Source: an optimization exercise on an open RTL-to-GDS flow (aim: small area). Production flows keep margins and buffers that such runs may drop.
Function was checked by simulation only, so behaviour that the tests miss may differ from the original.
Power and IR drop assume default switching activity.

==> flow/design.v, too long to show whole: its modules and the start of the top module <==
// module pipelined_complex_mult: 1080 lines
// module cm_fa: 4 lines
// module cm_ha: 4 lines
// module cm_xor: 3 lines
// module cm_xnor: 3 lines
// module cm_or: 3 lines
// module cm_ao: 3 lines
// module cm_ao22: 3 lines
// module cm_bpp0: 3 lines
// module cm_bpp0n: 3 lines
// module cm_and: 3 lines
module pipelined_complex_mult (
    input clk,                    
    input rst,                    
    input signed [7:0] a,         
    input signed [7:0] b,         
    input signed [7:0] c,         
    input signed [7:0] d,         
    output reg signed [16:0] real_out,  
    output reg signed [16:0] imag_out   
);
  // ...
==> flow/flow/run.sh <==
#!/bin/bash
# The standard layout (standard.sh), with these ORFS settings changed:
#  - BUFFER_PORTS_ARGS: buffer_ports puts the smallest buffer,
#    sky130_fd_sc_hd__buf_1, on every input and output port instead of the
#    cell it picks by default (every port still gets its buffer);
#  - CTS_ARGS: the standard clock tree synthesis arguments plus
#    -dont_use_dummy_load (no dummy clock loads for balancing);
#  - REMOVE_ABC_BUFFERS: the floorplan step removes the buffers that ABC put
#    into the synthesized netlist and leaves buffering to the resizer.
# Each tool's full output is in the logs standard.sh writes under orfs/logs;
# this script's own output goes to run.log.
set -e
cd "$(dirname "$0")/.."
export BUFFER_PORTS_ARGS="-buffer_cell sky130_fd_sc_hd__buf_1"
export CTS_ARGS="-sink_clustering_enable -repair_clock_nets -dont_use_dummy_load -buf_list sky130_fd_sc_hd__clkbuf_8 -sink_clustering_levels 1"
export REMOVE_ABC_BUFFERS=1
bash standard.sh > run.log 2>&1
==> flow/standard.sh <==
#!/bin/bash
# synth_recipe.tcl (not shown) runs the flow's synth.tcl, then flattens the netlist and writes it again
# the make line also repeats each setting of config.mk as NAME=value (left out here)
make -C /OpenROAD-flow-scripts/flow DESIGN_CONFIG=/design/flow/config.mk WORK_HOME=/design/flow/orfs CLKGATE_MAP_FILE= SYNTH_SCRIPT=/design/flow/synth_recipe.tcl "${@:-finish}"
==> flow/config.mk <==
export PLATFORM = sky130hd
export DESIGN_NAME = pipelined_complex_mult
export DESIGN_NICKNAME = pipelined_complex_mult
export VERILOG_FILES = /design/flow/design.v
export SDC_FILE = /design/flow/constraint.sdc
export NUM_CORES = 4
export LEC_CHECK = 0
export CAP_MARGIN = 20
export CORE_MARGIN = 2
export CORE_UTILIZATION = 40
export CTS_BUF_LIST = sky130_fd_sc_hd__clkbuf_8
export GPL_TIMING_DRIVEN = 0
export SLEW_MARGIN = 20
export SYNTH_HIERARCHICAL = 1
==> flow/constraint.sdc <==
create_clock -name core_clock -period 5.0 [get_ports {clk}]
set_input_delay 1.0000 -clock core_clock [delete_from_list [all_inputs] [get_ports {clk}]]
set_output_delay 1.0000 -clock core_clock [all_outputs]
set_load 0.01 [all_outputs]
==> summary.md, run 1 <==
| Metric | Value |
|---|---|
| Outcome | no timing/DRC/antenna violations |
| Fmax | 208 MHz |
| Critical path endpoint | imag_out[15]$_DFF_PP0_ |
| HPWL after DPL | 12300 µm |
| Dominant synthesized flop cell | dfxtp_1 |
| Area after DPL | 9610 µm² |
| Die area | 23800 µm² |
| Clock Power Share | 0.105 |
| Number of flip-flops and latches | 139 |
| # diodes | 0 |
| Cells after Synth | 724 |
| Slew @ Worst Pin | 1.09 ns |
| Top class by area | multi-input combinational cells |
| Worst EP arrival | 5.17 ns |
| Crit-path slowest cell | dfrtp_1 |
| Residual DRC count | 0 |
| Setup ws final | 0.201 ns |
| Vias | 5705 |
| Worst slack, placed | 0.110 ns |
| Crit path depth | 13 |
| Period minus WS final | 4.80 ns |
| Power Clock | 0.000664 W |
| Rows | 54 |
| Final setup violation count | 0 |
| Cell accounting for the most synthesized area | fa_1 |
| Synth area leaders | fa_1 (24%), dfxtp_1 (20%), dfrtp_1 (14%) |
| Root Buffer | clkbuf_8 |
| Buf/Inv on CP | 0 |
| Post-synth top area share | 0.239 |
==> run 2: changes to the inputs <==
--- a/flow/flow/run.sh
+++ b/flow/flow/run.sh
@@ -14,3 +14,3 @@
 export BUFFER_PORTS_ARGS="-buffer_cell sky130_fd_sc_hd__buf_1"
-export CTS_ARGS="-sink_clustering_enable -repair_clock_nets -dont_use_dummy_load -buf_list sky130_fd_sc_hd__clkbuf_8 -sink_clustering_levels 1"
+export CTS_ARGS="-sink_clustering_enable -repair_clock_nets -dont_use_dummy_load -buf_list sky130_fd_sc_hd__clkbuf_8"
 export REMOVE_ABC_BUFFERS=1
==> summary.md, run 2 <==
| Metric | Value |
|---|---|
| Via count of the first global-routing pass | 5766 |
| PD cells | 643 nW/µm² |
| Critical path startpoint | a3[2]$_DFF_PP0_ |
| Mapped Area | 9030 µm² |
| GRT Resource Usage Total | 0.164 |
| TritonRoute pass-1 iters | 5 |
| R2R cell count | 13 |
| Max FFs per register | 17 |
| CP Class | reg2reg |
| Clk sinks | 139 |
| HP Class | reg2reg |
| Number of synthesized flops with an enable pin | 0 |
| Residual DRC count | 0 (unchanged) |
| Area after DPL | 9610 µm² (unchanged) |
| Top reg by flops | imag_out |
| Most common cell in the netlist | a22o_1 |
| Largest net degree at the start of global routing | 52 |
| Final Cell Area | 9850 µm² |
| Startpoint Class | flop |
| Fillers | 2114 |
| Mux share of post-synthesis cell area | 0 |
| Core Area | 22000 µm² |
| Detailed Route WL | 18500 µm |
| Post-Synth Simple-Gate Area | 0.0572 |
| Root Buffer | clkbuf_8 |
| Synth async-reset ratio | 0.367 |
| FF+latch count, synth | 139 |
| Post-CTS Hold Buffers | 0 |
| Rows | 54 (unchanged) |
| Synth cell count leaders | a22o_1 (128), xnor2_1 (126), fa_1 (108) |
| Setup ws final | 0.201 ns (unchanged) |
| Initial drt markers | 322 |
| Share of cells above drive strength 1 | 0.0473 |
| # diodes | 0 (unchanged) |
| Slew @ Worst Pin | 1.09 ns (unchanged) |
| Compound-cell area share of the yosys netlist | 0.155 |
| Synth-to-Final Area Change | 9.02% |
| Die area | 23800 µm² (unchanged) |
| Library cells used by synthesis | 20 |
| TNS Setup | 0 ns |
| Commonest non-fill, non-tap cell in the layout | a22o_1 |
| R2r startpoint | a3[2]$_DFF_PP0_ |
| Die width | 154 µm |
| Fmax | 208 MHz (unchanged) |
| Xor/xnor share of the synthesized area | 0.168 |
| Min-Delay Startpoint | c1[1]$_DFF_P_ |
| Post-synth top area share | 0.239 (unchanged) |
| Crit Path Max Fanout | 16 |
| Avg Inst Size Synth | 12.5 µm² |
| Cts bufs inserted | 17 |
| Ys Warns | 7 |
| CP required | 5.37 ns |
| Unrepaired setup endpoints after global routing | false |
| Clk slew on worst S/H paths | 0.09 ns |
| Die Span Y | 154 µm |
| HPWL after DPL | 12300 µm (unchanged) |
| Final setup violation count | 0 (unchanged) |
| CTS tree | done |
| Worst Skew | 0.0336 ns |
| Clock latency on the worst-skew pair | 0.45 ns |
| Io pins | 68 |
| Port Buffers | 67 |
| Worst slack, placed | 0.110 ns (unchanged) |
| Period minus WS final | 4.80 ns (unchanged) |
| DRT antenna net count | 0 |
| Synth Area in Adders | 0.274 |
| Worst EP arrival | 5.17 ns (about the same) |
| Max_cap viols | 0 |
| WL per Instance | 17.1 µm |
| H-tree depth | 4 |
| Reg2Reg Setup Slack | 0.20 ns |
| Final Hold Vio Count | 0 |
| Dominant synthesized flop cell | dfxtp_1 |
| Initial core utilization | 0.410 |
| Slew HR | 0.275 |
| Cell accounting for the most synthesized area | fa_1 |
| Nets | 973 |
| Vias | 5705 (unchanged) |
| Grt ovf | 0 |
| Leak pwr | 3.97 nW |
| Gpl congestion | 0.761 |
| First-pass GRT wire length | 30400 µm |
| Max-slew violation count | 0 |
| Outcome | no timing/DRC/antenna violations |
| Hold path depth | 0 |
| Seq/Total Area, Yosys | 0.336 |
| Initial antenna violation count | 0 |
| Final period utilization | 0.960 |
| Largest family of logic cells by synthesized area | adder cells |
| Commonest non-fill, non-tap cells in the layout | a22o_1 (128), xnor2_1 (126), fa_1 (108) |
| Longest Clk Path Bufs | 2 |
| Top flop regs | imag_out x17, real_out x16 |
| Cells after Synth | 724 (unchanged) |
| VDD IR max | 0.000531 V |
| Worst Setup End Kind | flop |
| DR vias/cell | 5.26 |
| Synth area leaders | fa_1 (24%), dfxtp_1 (20%), dfrtp_1 (14%) |
[run 2: cell counts in the layout (fill, tap and decap cells not counted)]
Identical to the previous run, type by type.
[run 2: cells by family after synthesis]
kind of cell,count (synthesis)
adders and majority gates,133
AOI/OAI and AO/OA,166
and+or+nand+nor,93
DFF,139
xor gates and xnor gates,173
buffers and inverters,19
other,1
[run 2: worst paths after layout]
path                                          endpoint
worst max register to register  imag_out[15]$_DFF_PP0_
min in group asynchronous       imag_out[15]$_DFF_PP0_
worst min-delay path                     c2[1]$_DFF_P_
max in group asynchronous              b3[0]$_DFF_PP0_
worst max-delay path            imag_out[15]$_DFF_PP0_
worst min register to register           c2[1]$_DFF_P_
[run 2: final cells by class]
type                       count  area [µm²]  share of cell area
inverter                      15        58.8             0.00597
clock buffer                  17         234              0.0238
tap                          280         350              0.0356
sequential                   139        3040               0.309
timing repair buffer          67         251              0.0255
multi-input combinational    566        5910               0.600
[run 2: metal layers]
layer	vias to the layer above	track usage	wire length, µm
met5	-	0	0
met4	0	0.0498	313
met3	15	0.0289	791
met2	153	0.276	9120
met1	2894	0.219	8310
li1	2643	-	-
[run 2: critical path, cell delays in order (launching register included)]
cell and delay, ns:
dfrtp_1 0.82, a22o_1 0.27, xnor2_1 0.13, fa_1 0.45
fa_1 0.45, fa_1 0.39, fa_1 0.39, fa_1 0.38
fa_1 0.40, a21o_1 0.21, a21o_1 0.24, a21o_1 0.24
a21o_1 0.18, xnor2_1 0.17
[run 2: per-module statistics from Yosys (local to each module, per instance), excerpt]
module	flops+latches	copies in the design
pipelined_complex_mult	139	1
cm_xor	0	41
cm_and	0	13
cm_ao	0	32
cm_ao22	0	128
cm_or	0	18
[run 2: timing repair]
item,in CTS,in global routing
endpoints found under the hold margin,0,0
setup buffers,0,0
resized for setup,0,2
setup endpoints to repair,0,2
[run 2: report_power, final]
part / internal [W] / switching [W]
combinational: 0.00214 / 0.00195
clock: 0.000299 / 0.000365
sequential: 0.00139 / 0.000181
[run 2: stage by stage]
step	std cells	utilization	total power, W	hold WS, ns
floorplan	720	-	0.00500	0.310
global placement	1067	0.436	0.00572	0.310
detailed placement	1067	0.436	0.00577	0.312
CTS	1084	0.447	0.00647	0.317
global route	1084	0.447	0.00707	0.318
finish	1084	0.447	0.00634	0.312

-- port drivers added, routing unchanged --
No port has a modelled driver above. Below, the same layouts with a new extraction and two added sets of constraints. Step 1 assumes that a clkbuf_16 drives the clock port and a buf_2 every other input. Step 2 adds t to the input delays and takes it off the output delays; t is the mean of the earliest and latest rising clock arrival at the registers after step 1. Input paths then give back, and output paths get back, about the clock's delay inside the block. Three values: ideal, step 1, step 2; two values: the first two.
run | t, ns | setup WS [ns] | slew at the worst register clock pin (ns)
run 1 | 0.470 | 0.201 / 0.201 / 0.201 | 0.09 / 0.09
run 2 | 0.470 | 0.201 / 0.201 / 0.201 | 0.09 / 0.09
After both steps setup and hold are still met in every run listed.
